This design comes from an exercise in tuning for small area and a short achievable clock period on the open sky130 flow, not from production work.
Only simulation tests tie the RTL to the original design; equivalence was not proved.

==> inputs of umber <==
## fpm
module fpm(
    input [32:1] a,
    input [32:1] b,
    input clk,
    input rst,
    input in_valid,
    output [32:1] c,
    output out_valid
    );
==> flow/config.mk <==
export PLATFORM = sky130hd
export DESIGN_NAME = fpm
export DESIGN_NICKNAME = fpm
export VERILOG_FILES = /design/flow/design.v
export SDC_FILE = /design/flow/constraint.sdc
export NUM_CORES = 4
export LEC_CHECK = 0
export CAP_MARGIN = 50
export CORE_MARGIN = 2
export CORE_UTILIZATION = 60
export CTS_BUF_LIST = sky130_fd_sc_hd__clkbuf_8
export CTS_CLUSTER_DIAMETER = 50
export CTS_CLUSTER_SIZE = 18
export SETUP_SLACK_MARGIN = 2.7
export SLEW_MARGIN = 70
export SYNTH_HIERARCHICAL = 1
export SYNTH_MINIMUM_KEEP_SIZE = 0
export TNS_END_PERCENT = 0
==> flow/constraint.sdc <==
create_clock -name core_clock -period 5.0 [get_ports {clk}]
set_input_delay 1.0000 -clock core_clock [delete_from_list [all_inputs] [get_ports {clk}]]
set_output_delay 1.0000 -clock core_clock [all_outputs]
set_load 0.01 [all_outputs]
standard.sh (not shown) runs the stock make flow with config.mk's settings and CLKGATE_MAP_FILE= SYNTH_SCRIPT=/design/flow/synth_recipe.tcl, a recipe that flattens the netlist after the stock synthesis.
==> flow/flow/run.sh <==
#!/bin/bash
set -euo pipefail
export BUFFER_PORTS_ARGS="-buffer_cell sky130_fd_sc_hd__buf_2"
export CTS_ARGS="-sink_clustering_enable -repair_clock_nets -buf_list sky130_fd_sc_hd__clkbuf_8 -sink_clustering_size 18 -sink_clustering_max_diameter 50 -dont_use_dummy_load"
bash standard.sh > standard.log 2>&1
==> cedar: changes against umber <==
==> flow/flow/run.sh (replaced) <==
#!/bin/bash
set -euo pipefail
export BUFFER_PORTS_ARGS="-buffer_cell sky130_fd_sc_hd__buf_2"
bash standard.sh > standard.log 2>&1
- SETUP_SLACK_MARGIN: 2.7 -> 2.4
==> violet: changes against umber <==
==> flow/flow/run.sh (replaced) <==
#!/bin/bash
set -euo pipefail
export BUFFER_PORTS_ARGS="-buffer_cell sky130_fd_sc_hd__buf_2"
bash standard.sh > standard.log 2>&1
- GPL_ROUTABILITY_DRIVEN: not set -> 0
==> fjord: changes against umber <==
==> flow/flow/run.sh (replaced) <==
#!/bin/bash
set -euo pipefail
export BUFFER_PORTS_ARGS="-buffer_cell sky130_fd_sc_hd__buf_2"
bash standard.sh > standard.log 2>&1
- SETUP_SLACK_MARGIN: 2.7 -> 2.5
- TNS_END_PERCENT: 0 -> 40
==> results.tsv <==
metric	value	unit
status	complete, no violations	
top_layer_used	met4	
grt_util_met3	8.22	%
wl	59.4	mm
antenna_found_initial	0	
nonClkBufAreaFrac	7.90	%
seq_cell_power	3.95	mW
min_period	2.79	ns
cp.depth	9	
dp_slack	1.17	ns
finalNetCount	2370	
final_cells	2409	
pg_comb	8.54	mW
num_vias	15300	
placed_cell_area	21700	sq um
reg2reg_to	q_c[25]$_SDFF_PP0_	
p_leak	10.4	nW
wl_met2	27.7	mm
synthToLayoutAreaGrowth	21.4	%
# the run above: violet

==> results.tsv <==
metric	value	unit
status	complete, no violations	
p_leak	10.1	nW
seq_cell_power	3.93	mW
die_w	185	microns
cp.depth	9	
pg_comb	8.46	mW
nonClkBufAreaFrac	6.40	%
wl	56.2	mm
synthToLayoutAreaGrowth	18.5	%
top_layer_used	met5	
dp_slack	1.18	ns
final_cells	2385	
placed_cell_area	21700	sq um
min_period	2.80	ns
# the run above: cedar

==> results.tsv <==
metric	value	unit
grt_util_met3	9.95	%
placed_cell_area	21900	sq um
dp_slack	1.08	ns
cp.depth	11	
seq_cell_power	3.97	mW
top_layer_used	met5	
nonClkBufAreaFrac	12.2	%
wl_met2	29.1	mm
final_cells	2519	
wl	63.6	mm
status	complete, no violations	
# the run above: fjord

==> results.tsv <==
metric	value	unit
wl	57.1	mm
min_period	2.81	ns
antenna_found_initial	3	
reg2reg_to	q_c[8]$_SDFF_PP0_	
grt_util_met3	9.50	%
seq_cell_power	3.96	mW
nonClkBufAreaFrac	7.58	%
dp_slack	1.18	ns
final_cells	2382	
finalNetCount	2370	
top_layer_used	met5	
synthToLayoutAreaGrowth	18.4	%
p_leak	10.1	nW
wl_met2	26.1	mm
status	complete, no violations	
cp.depth	9	
# the run above: umber

[re-timing with driven ports]
In the flow no input, the clock included, has a driving cell. The finished layouts below were timed again as built, in two steps.
Step 1 sets driving cells, clkbuf_16 on the clock port and buf_2 on the other inputs (assumed; they add their load-dependent delay and slew).
Step 2, shift: input delay + t, output delay - t, t = (earliest + latest rising clock arrival at the registers) / 2. This alone moves slack from input paths to output paths.
a / b / c = ideal ports / drivers / drivers and shift; a / b = the first two.
| run | t (ns) | slack for setup (ns) | worst setup path after step 2 | latest minus earliest clock arrival (ns) | worst register clock-pin slew, ns |
|---|---|---|---|---|---|
| umber | 0.656 | 2.189 / 2.137 / 1.481 | input to register | 0.072 / 0.072 | 0.10 / 0.10 |
| cedar | 0.691 | 2.200 / 2.096 / 1.406 | input to register | 0.047 / 0.047 | 0.10 / 0.10 |
| violet | 0.621 | 2.208 / 2.118 / 1.497 | input to register | 0.031 / 0.030 | 0.10 / 0.10 |
| fjord | 0.609 | 2.183 / 2.075 / 1.465 | input to register | 0.045 / 0.045 | 0.10 / 0.10 |
After both steps setup and hold are still met in every run listed. The setup slack of cedar, which loses most, moves by -0.104 ns with the drivers and by -0.794 ns with both steps.
